From an optimization exercise on the open Yosys and OpenROAD flow, aimed at small area; shortcuts taken in it are not production practice. Function was checked by simulation only, so behaviour that the tests miss may differ from the original. The clock port is modelled as an ideal driver; clocking choices that lean on that would not hold on a real chip. Power figures rest on the tool's default switching activity, not on a simulated workload.

== run 1 ==
Design Paddle_Top, start of the top module:
module Paddle_Top(i_Clk, i_Rst, i_Switch_1, i_Switch_2, i_Switch_3, i_Switch_4, i_UART_RX, o_UART_TX, o_Segment1_A, o_Segment1_B, o_Segment1_C, o_Segment1_D, o_Segment1_E, o_Segment1_F, o_Segment1_G, o_Segment2_A, o_Segment2_B, o_Segment2_C, o_Segment2_D, o_Segment2_E, o_Segment2_F
, o_Segment2_G, o_VGA_HSync, o_VGA_VSync, o_VGA_Red_0, o_VGA_Red_1, o_VGA_Red_2, o_VGA_Green_0, o_VGA_Green_1, o_VGA_Green_2, o_VGA_Blue_0, o_VGA_Blue_1, o_VGA_Blue_2);
For scale: ~670 cells after synthesis, roughly 33 I/O pins.
==> flow/config.mk <==
export PLATFORM = sky130hd
export DESIGN_NAME = Paddle_Top
export DESIGN_NICKNAME = Paddle_Top
export VERILOG_FILES = /design/flow/design.v
export SDC_FILE = /design/flow/constraint.sdc
export NUM_CORES = 4
export LEC_CHECK = 0
export ABC_AREA = 1
export CAP_MARGIN = 20
export CORE_MARGIN = 2
export CORE_UTILIZATION = 40
export PLACE_DENSITY = 0.6
export SLEW_MARGIN = 20
==> flow/constraint.sdc <==
create_clock -name core_clock -period 8.0 [get_ports {i_Clk}]
set_input_delay 1.6000 -clock core_clock [delete_from_list [all_inputs] [get_ports {i_Clk}]]
set_output_delay 1.6000 -clock core_clock [all_outputs]
set_load 0.01 [all_outputs]
standard.sh (not shown) runs the stock make flow with config.mk's settings and CLKGATE_MAP_FILE= SYNTH_SCRIPT=/design/flow/synth_recipe.tcl, a recipe that flattens the netlist after the stock synthesis.
==> flow/flow/run.sh <==
#!/bin/bash
# Own layout flow: the standard flow (standard.sh) with three changes:
#  - after the standard synthesis, its combinational logic is mapped again
#    for area with ABC's amap (flow/remap.ys); registers keep their cells
#    and names;
#  - ports are buffered with the smallest buffer (sky130_fd_sc_hd__buf_1);
#  - clock tree synthesis uses clkbuf_4 buffers and inserts no dummy loads;
#    afterwards any leaf clock buffer whose flip-flops would see a clock slew
#    over 100 ps (placement estimate) becomes a clkbuf_8 (flow/clkfix.tcl).
# Tool output: ORFS logs under orfs/logs/, make output in flow_synth.log,
# flow_cts.log and flow_make.log, the re-mapping in remap.log, the clock
# buffer sizing in clkfix.log.
set -euo pipefail
R=orfs/results/$FLOW_PLATFORM/Paddle_Top/base
LIB=$FLOW_HOME/platforms/sky130hd/lib/sky130_fd_sc_hd__tt_025C_1v80.lib
DONTUSE="-dont_use *probe* -dont_use *lpflow*"
bash standard.sh synth > flow_synth.log 2>&1
cp $R/1_2_yosys.v $R/1_2_yosys_standard.v
sed -e "s#@LIB@#$LIB#g" -e "s#@IN@#$R/1_2_yosys_standard.v#" -e "s#@OUT@#$R/1_2_yosys_remap.v#" \
    -e "s#@TOP@#$FLOW_TOP#" -e "s#@DONTUSE@#$DONTUSE -dont_use *clkbuf* -dont_use *clkinv* -dont_use *dly*#" \
    flow/remap.ys > remap_run.ys
yosys -l remap.log remap_run.ys > /dev/null
cp $R/1_2_yosys_remap.v $R/1_2_yosys.v
export BUFFER_PORTS_ARGS="-buffer_cell sky130_fd_sc_hd__buf_1"
export CTS_ARGS="-sink_clustering_enable -repair_clock_nets -buf_list sky130_fd_sc_hd__clkbuf_4 -dont_use_dummy_load"
bash standard.sh cts > flow_cts.log 2>&1
CK_LIB=$LIB CK_IN=$R/4_cts.odb CK_SDC=$R/4_cts.sdc CK_OUT=$R/4_cts.odb \
CK_RC=$FLOW_HOME/platforms/sky130hd/setRC.tcl CK_LIMIT_PS=100 \
    openroad -no_init -exit flow/clkfix.tcl > clkfix.log 2>&1
bash standard.sh finish > flow_make.log 2>&1
==> flow/flow/clkfix.tcl <==
# After clock tree synthesis: leaf clock buffers whose flip-flop clock pins
# would see a slow clock edge are swapped for the next larger clock buffer,
# then placement is legalised again. Reads and rewrites the CTS database.
# Environment: CK_LIB (liberty), CK_IN, CK_SDC, CK_OUT, CK_RC (setRC.tcl), CK_LIMIT_PS.
read_liberty $::env(CK_LIB)
read_db $::env(CK_IN)
read_sdc $::env(CK_SDC)
source $::env(CK_RC)
set_propagated_clock [all_clocks]
estimate_parasitics -placement
set limit $::env(CK_LIMIT_PS)
set swapped 0
foreach inst [get_cells *] {
  if {[get_property $inst ref_name] ne "sky130_fd_sc_hd__clkbuf_4"} { continue }
  set out [get_pins -of_objects $inst -filter "direction == output"]
  set net [get_nets -of_objects $out]
  set worst 0
  set flops 0
  foreach p [get_pins -of_objects $net -filter "direction == input"] {
    foreach e {rise fall} {
      foreach a {min max} {
        set s [sta::time_ui_sta [get_property $p slew_${a}_$e]]
        set worst [expr {max($worst, $s * 1e12)}]
      }
    }
  }
  puts "leaf [get_property $inst name] worst [format %.1f $worst] ps"
  if {$worst > $limit} {
    replace_cell $inst sky130_fd_sc_hd__clkbuf_8
    incr swapped
    puts "  swapped to sky130_fd_sc_hd__clkbuf_8"
  }
}
puts "swapped $swapped leaf clock buffers"
if {$swapped > 0} {
  detailed_placement
  check_placement -verbose
}
write_db $::env(CK_OUT)
Other scripts of this flow, unchanged in this note and not shown: flow/flow/remap.ys
Run 1 | stages: all done | timing, DRC, antenna: all pass
Input changes introduced in run 2 (baseline for comparison: run 1):
--- a/flow/flow/run.sh
+++ b/flow/flow/run.sh
@@ -1,3 +1,3 @@
 #!/bin/bash
-# Own layout flow: the standard flow (standard.sh) with three changes:
+# Own layout flow: the standard flow (standard.sh) with these changes:
 #  - after the standard synthesis, its combinational logic is mapped again
@@ -8,3 +8,3 @@
 #    afterwards any leaf clock buffer whose flip-flops would see a clock slew
-#    over 100 ps (placement estimate) becomes a clkbuf_8 (flow/clkfix.tcl).
+#    over 105 ps (placement estimate) becomes a clkbuf_8 (flow/clkfix.tcl).
 # Tool output: ORFS logs under orfs/logs/, make output in flow_synth.log,
@@ -27,3 +27,3 @@
 CK_LIB=$LIB CK_IN=$R/4_cts.odb CK_SDC=$R/4_cts.sdc CK_OUT=$R/4_cts.odb \
-CK_RC=$FLOW_HOME/platforms/sky130hd/setRC.tcl CK_LIMIT_PS=100 \
+CK_RC=$FLOW_HOME/platforms/sky130hd/setRC.tcl CK_LIMIT_PS=105 \
     openroad -no_init -exit flow/clkfix.tcl > clkfix.log 2>&1
--- a/flow/flow/clkfix.tcl
+++ b/flow/flow/clkfix.tcl
@@ -1,2 +1,3 @@
-# After clock tree synthesis: leaf clock buffers whose flip-flop clock pins
+# After clock tree synthesis: leaf clock buffers (those driving flip-flops)
+# whose flip-flop clock pins
 # would see a slow clock edge are swapped for the next larger clock buffer,
@@ -19,2 +20,3 @@
   foreach p [get_pins -of_objects $net -filter "direction == input"] {
+    if {[string match "*dfxtp*" [get_property [get_cells -of_objects $p] ref_name]]} { incr flops }
     foreach e {rise fall} {
@@ -27,3 +29,3 @@
   puts "leaf [get_property $inst name] worst [format %.1f $worst] ps"
-  if {$worst > $limit} {
+  if {$flops > 0 && $worst > $limit} {
     replace_cell $inst sky130_fd_sc_hd__clkbuf_8
Findings:
- Cell area in run 2 is 23 µm² below run 1.
- Run 2 against run 1: sequential power closely matched the old numbers, smallest hold slack increased 0.0057 ns, met3 wire length dropped about 1.6%.
- From run 1 to run 2 the numbers moved as follows: number of buffers created by CTS closely matched the old numbers, total wire length after detailed routing comparable.
- Re sum of negative setup slack: no difference whatsoever between run 1 and run 2.
- Synthesized cell count came out exactly the same in run 1 and run 2.
- Run 2: clock-pin slew reported for the worst setup and hold paths after clock tree synthesis 0.03 ns above run 1
- Diff run 1 -> run 2 | sequential fraction of total cell area | increase of 0.17 points
- When run 2 is set beside run 1, its post-route met1 wirelength turns out to be about 0.55% larger.
Modified inputs, run 3 compared to run 2
--- a/flow/flow/run.sh
+++ b/flow/flow/run.sh
@@ -1,3 +1,3 @@
 #!/bin/bash
-# Own layout flow: the standard flow (standard.sh) with these changes:
+# Own layout flow: the standard flow (standard.sh) with three changes:
 #  - after the standard synthesis, its combinational logic is mapped again
@@ -8,3 +8,3 @@
 #    afterwards any leaf clock buffer whose flip-flops would see a clock slew
-#    over 105 ps (placement estimate) becomes a clkbuf_8 (flow/clkfix.tcl).
+#    over 100 ps (placement estimate) becomes a clkbuf_8 (flow/clkfix.tcl).
 # Tool output: ORFS logs under orfs/logs/, make output in flow_synth.log,
@@ -27,3 +27,3 @@
 CK_LIB=$LIB CK_IN=$R/4_cts.odb CK_SDC=$R/4_cts.sdc CK_OUT=$R/4_cts.odb \
-CK_RC=$FLOW_HOME/platforms/sky130hd/setRC.tcl CK_LIMIT_PS=105 \
+CK_RC=$FLOW_HOME/platforms/sky130hd/setRC.tcl CK_LIMIT_PS=100 \
     openroad -no_init -exit flow/clkfix.tcl > clkfix.log 2>&1
Notes after the runs:
- Design area for run 3: about 0.33% up relative to run 2
- [compare] base=run 2 new=run 3: worst vdd rail ir drop rose about 3.2%; count of buffering cells on the critical path with inverters included picked up an extra 1; area overhead of the layout relative to synthesis shows an increase of 0.35 points.
- Looking at run 3 and run 2, the sequential share of cell area is a wash.
- Timing endpoint of the critical path: o_Segment1_F -> run 3, o_Segment2_F -> run 2
- Compared with run 2, run 3 shows a power that is 0.018 mW higher.
- Any difference in non-clock buffer contribution to total cell area between run 3 and run 2 is small enough to ignore.
- Run 3 against run 2: maximum frequency grew by 0.92%; wire length reported by the detailed router flat.

[static timing again, ports no longer ideal]
The results above use ideal ports. As a check the final layouts listed here were re-extracted and re-timed, cells and wires unchanged.
Step 1: set_driving_cell puts a clkbuf_16 on i_Clk and a buf_2 on each other input, an assumption about the parent block.
Step 2, shift: input delay + t, output delay - t, t = (earliest + latest rising clock arrival at the registers) / 2. This alone moves slack from input paths to output paths.
a / b / c = no drivers / after step 1 / after step 2; a / b = the first two.
run	t (ns)	setup slack, ns	worst hold slack (ns)	worst setup path at the end
run 1	0.441	4.343 / 4.307 / 4.747	0.414 / 0.414 / 0.414	register to output
run 2	0.545	4.193 / 4.156 / 4.701	0.420 / 0.420 / 0.420	register to output
run 3	0.558	4.228 / 4.190 / 4.748	0.414 / 0.414 / 0.414	register to output
After both steps setup and hold are still met in every run listed.
